This design comes from an exercise in tuning for small area on the open sky130 flow, not from production work. The RTL was checked by simulation tests, not by an equivalence proof against the original design.

## flow/design.v (module list and top-level ports; edited modules follow where they fit)
// module eq_channel: 8790 lines
// module FA: 4 lines
// module HA: 4 lines
module eq_channel(clk, rst_n, seq_lo, smpl_lo, seq_hi, smpl_hi,
                  LP_pot, B1_pot, B2_pot, B3_pot, HP_pot, VOL_pot, aud_out);
  // ...
==> flow/run.sh <==
#!/bin/bash
# synth_recipe.tcl (not shown) runs the flow's synth.tcl, then flattens the netlist and writes it again
# the make line also repeats each setting of config.mk as NAME=value (left out here)
make -C /OpenROAD-flow-scripts/flow DESIGN_CONFIG=/design/flow/config.mk WORK_HOME=/design/flow/orfs CLKGATE_MAP_FILE= SYNTH_SCRIPT=/design/flow/synth_recipe.tcl finish
==> flow/config.mk <==
export PLATFORM = sky130hd
export DESIGN_NAME = eq_channel
export DESIGN_NICKNAME = eq_channel
export VERILOG_FILES = /design/flow/design.v
export SDC_FILE = /design/flow/constraint.sdc
export NUM_CORES = 4
export LEC_CHECK = 0
export ABC_AREA = 1
export CAP_MARGIN = 20
export CORE_MARGIN = 2
export CORE_UTILIZATION = 45
export GPL_TIMING_DRIVEN = 0
export SLEW_MARGIN = 20
export SYNTH_HIERARCHICAL = 1
export SYNTH_MEMORY_MAX_BITS = 65536
==> flow/constraint.sdc <==
create_clock -name core_clock -period 10.0 [get_ports {clk}]
set_input_delay 2.0000 -clock core_clock [delete_from_list [all_inputs] [get_ports {clk}]]
set_output_delay 2.0000 -clock core_clock [all_outputs]
set_load 0.01 [all_outputs]
==> run notes, run 1 <==
* Worst setup margin at -6.27 ps
* Busiest layer in global routing: met2
* Fail Reasons: negative setup slack
* Drt total wl at 403000 um
* Synth Area in Simple Gates at 0.175
* Hold_ws at 560 ps
* Total Routing Usage GR at 0.395
* Final setup viols at 1
* Crit path depth at 28
* Crit path arrival time at 10660 ps
* Met2 usage at 0.585
* Commonest cells in the netlist: nand2_1, fa_1, inv_1, o221ai_1, nor2_1
* Top Metal Used: met5
* Area of the multi-input gates at 0.0716 mm2
* NonClk Buf Share at 0.0406
* Status: finished with violations
* Worst Hold Depth at 3
* Count of multi-input gates at 8312
* Register area share after synthesis at 0.119
* Fin crit share at 1.00
* CP max stage delay at 930 ps
* Synth Area in Compound Gates at 0.164
* Endpoint type of the worst setup path: flop
* Fillers at 19200
* Fin util at 0.495
* # DRC at 0
* WHS Endpoint: acc_LP[0]$_SDFF_PP0_
* Syn-to-layout area delta at 9.23%
* Largest net degree at the start of global routing at 57
* Per-cell routed wire length at 29.1 um
* Max Cap Viol at 0
* Final Hold Vio Count at 0
* Starting density of the core at 0.454
* Clock-cell share at 0.0260
* Final Non-Filler Cells at 13800
* ANT nets after route at 0
* Inverters at 1521
* R2r worst-path depth at 28
* Fin area at 0.0979 mm2
* Multi-input combinational area share at 0.732
==> run 2: changes to the inputs <==
--- a/flow/config.mk
+++ b/flow/config.mk
@@ -10,5 +10,4 @@
 export CORE_MARGIN = 2
 export CORE_UTILIZATION = 45
-export GPL_TIMING_DRIVEN = 0
 export SLEW_MARGIN = 20
 export SYNTH_HIERARCHICAL = 1
==> run notes, run 2 <==
* Status: complete, no violations
* Vias in the first global route at 86700
* Initial antenna violation count at 13
* Synth Area in Adders at 0.441
* Commonest cells in the netlist: nand2_1, fa_1, inv_1, o221ai_1, nor2_1
* CTS tree: yes
* Routed vias/inst at 6.13
* Most numerous cell in the Yosys netlist: nand2_1
* Die Width at 450 um
* Yosys warnings at 7
* Max Slew Vio Count at 0
* Busiest layer in global routing: met2
* Synth Area in Simple Gates at 0.175 (unchanged)
* First-pass GRT wire length at 558000 um
* Synth Area in XOR/XNOR at 0.0116
* Netlist cell types at 60
* HPWL after DPL at 286000 um
* Gpl congestion at 1.04
* Fin crit share at 0.965 (-0.0360)
* Yosys top cell area share at 0.353
* Boundary Pins at 124
* GRT met3 Usage at 0.0628
* Avg Cell Area, Syn at 8.22 um2
* Final Hold Vio Count at 0 (unchanged)
* Total Neg Setup Slack at 0 ps
* Worst setup SP type: primary input
* ANT nets after route at 0 (unchanged)
* Die area at 0.203 mm2
* Largest net degree at the start of global routing at 79 (+39%)
* Hold Path Class: flop to flop
* Main flop type after synthesis: dfxtp_1
* Root Driver: clkbuf_16
* Area leader, netlist: fa_1
* Worst-Skew Late Latency at 740 ps
* GRT overflow at 0
* Worst Tran Pin Value at 1050 ps
* Vias at 84500
* Clock buffer depth at 3
* Endpoint type of the worst setup path: flop
* Fin area at 0.0986 mm2 (+0.68%)
* Clock transition at the registers of the reported paths at 60 ps
* Per-cell routed wire length at 26.4 um (-9.3%)
* Post-synthesis mux area share at 0.000628
* Main combinational cell family by area after synthesis: adder cells
* Pre-antenna DRT Iters at 7
* Nets@finish at 13400
* Starting density of the core at 0.454 (unchanged)
* Number of synthesized register bits at 511
* Crit path arrival time at 10300 ps (-360 ps)
* Slowest-stage cell, CP: fa_1
* Register area share after synthesis at 0.119 (unchanged)
* Post-synthesis cell area at 0.0896 mm2
* Post-Place Cell Area at 0.0960 mm2
* Rows at 163
* Core ar. at 0.198 mm2
* Met2 usage at 0.557 (-0.0279)
* Count of hold-fix buffers inserted at cts at 0
* Chip Height at 450 um
* Classification of the worst setup path: primary input to flop
* Cell count after synthesis at 10900
* Share of flip-flops with an asynchronous set or reset at 0.160
* Max Cap Viol at 0 (unchanged)
* Slew headroom at 0.295
* Met1 global-route usage at 0.495
* Initial DRC count at 9752
* Drt total wl at 364000 um (-9.7%)
* H-tree level count at 3
* CP max stage delay at 580 ps (-350 ps)
* Commonest non-fill, non-tap cells in the layout: nand2_1, fa_1, inv_1
* Crit path top cell by count: fa_1
* CP max FO at 4
* Share of cells above drive strength 1 at 0.0668
* Clock Sinks at 511
* Synth Area in Compound Gates at 0.164 (unchanged)
* Num CTS Buffers at 72
* Min cycle time layout at 9650 ps
* Max frequency at 0.104 GHz
* WP data required at 10660 ps
* Final Non-Filler Cells at 13800 (-0.48%)
* RSZ-0062 raised after global routing: false
* Cells after DPL at 13600
* Commonest non-fill, non-tap cell in the layout: nand2_1
* # DRC at 0 (unchanged)
* Number of flops mapped to enable cells by yosys at 0
* Top cells by area, synth: fa_1, nand2_1, dfxtp_1
* Final setup viols at 0 (-1)
* I/O Buffers at 123
* Syn-to-layout area delta at 9.97%
* Total Routing Usage GR at 0.359 (-0.0359)
* Clock skew at 43.6 ps
-- run 2: changes by cell type in the layout (fill, tap and decap cells not counted), moves of 10 or more --
cell / change
buf_1: -24
buf_2: -47
buf_4: +477
clkbuf_1: -410
clkbuf_2: -35
clkdlybuf4s50_1: +13
clkinvlp_4: -10
fa_1: +10
fa_2: -10
ha_1: +13
inv_1: +10
-- run 2: worst paths after layout --
check,cells past startpoint,end,slack (ps),startpoint
setup / recovery,27,acc_B2[23]$_SDFF_PP0_,350,smpl_lo[2]
max in group asynchronous,2,r_LP[1]$_DFFE_PN0P_,7470,rst_n
hold / removal,3,acc_HP[0]$_SDFF_PP0_,560,acc_HP[0]$_SDFF_PP0_
min in group asynchronous,1,r_HP[1]$_DFFE_PN0P_,1220,rst_n
hold reg to reg,3,acc_HP[0]$_SDFF_PP0_,560,acc_HP[0]$_SDFF_PP0_
setup reg to reg,33,s_HP[2]$_DFF_P_,360,r_HP[3]$_DFFE_PN0P_
-- run 2: critical path, delay by kind of cell --
family	cells	cell delay [ps]
AOI/OAI and AO/OA	6	950
xor gates and xnor gates	1	510
and+or+nand+nor	2	210
adders and majority gates	14	5860
buffers and inverters	4	760
-- run 2: cell families (layout without fill, tap and decap cells) --
| logic type | Yosys count | after routing |
|---|---|---|
| AND/OR/NAND/NOR | 3926 | 3926 |
| AO/OA/AOI/OAI | 2042 | 2042 |
| adder cells (fa/ha/maj) | 2213 | 2213 |
| XOR/XNOR | 119 | 119 |
| buffers and inverters | 2091 | 2304 |
| multiplexers | 5 | 5 |
| other | 1 | 15 |
| flip-flops | 511 | 511 |
-- run 2: Yosys stat by module, one instance, submodules excluded --
module | flops+latches | cells
eq_channel | 511 | 9125
HA | 0 | 1
FA | 0 | 1
-- run 2: per-layer routing --
layer	up-vias	routed length (um)
li1	36600	-
met1	42100	150000
met3	961	33200
met4	6	18300
met5	-	41
met2	4824	163000
-- run 2: cell type report --
| class | instances | area, um2 |
|---|---|---|
| Antenna cell | 8 | 20.0 |
| Inverter | 1521 | 5710 |
| Sequential cell | 511 | 10600 |
| Multi-Input combinational cell | 8312 | 71100 |
| Timing Repair Buffer | 652 | 5280 |
| Clock buffer | 94 | 1980 |
| Tap cell | 2640 | 3300 |
| Fill cell | 19100 | 99100 |
| Clock inverter | 37 | 523 |
-- run 2: what timing repair did --
action | in CTS | in global routing
setup endpoints to repair | 0 | 24
setup buffers | 0 | 0
gates resized for setup | 0 | 5
-- run 2: stage by stage --
step | hold slack (ps) | worst slack [ps] | utilization
detailed placement | 555 | -300 | 0.486
global route | 600 | 28.9 | 0.499
global placement | 541 | -230 | 0.486
floorplan | 507 | 316 | -
finish | 562 | 354 | 0.499
CTS | 568 | 313 | 0.499

what the ideal ports hide:
In the flow no input, the clock included, has a driving cell. The finished layouts below were timed again as built, in two steps. Step 1: set_driving_cell puts a clkbuf_16 on clk and a buf_2 on each other input, an assumption about the parent block. Step 2, shift: input delay + t, output delay - t, t = (earliest + latest rising clock arrival at the registers) / 2. This alone moves slack from input paths to output paths. Slacks: no drivers / after step 1 / after step 2; pairs: no drivers / after step 1.
run	t, ns	slack for setup (ns)	clock arrival spread, ns	cell pins on the clock port's net
run 1	0.803	-0.006 / -0.006 / -0.737	0.069 / 0.068	1
run 2	0.800	0.354 / 0.362 / -0.394	0.050 / 0.049	1
Met with ideal ports but missed after step 2: setup timing in run 2. The setup slack of run 2, which loses most, moves by +0.008 ns with the drivers and by -0.748 ns with both steps.
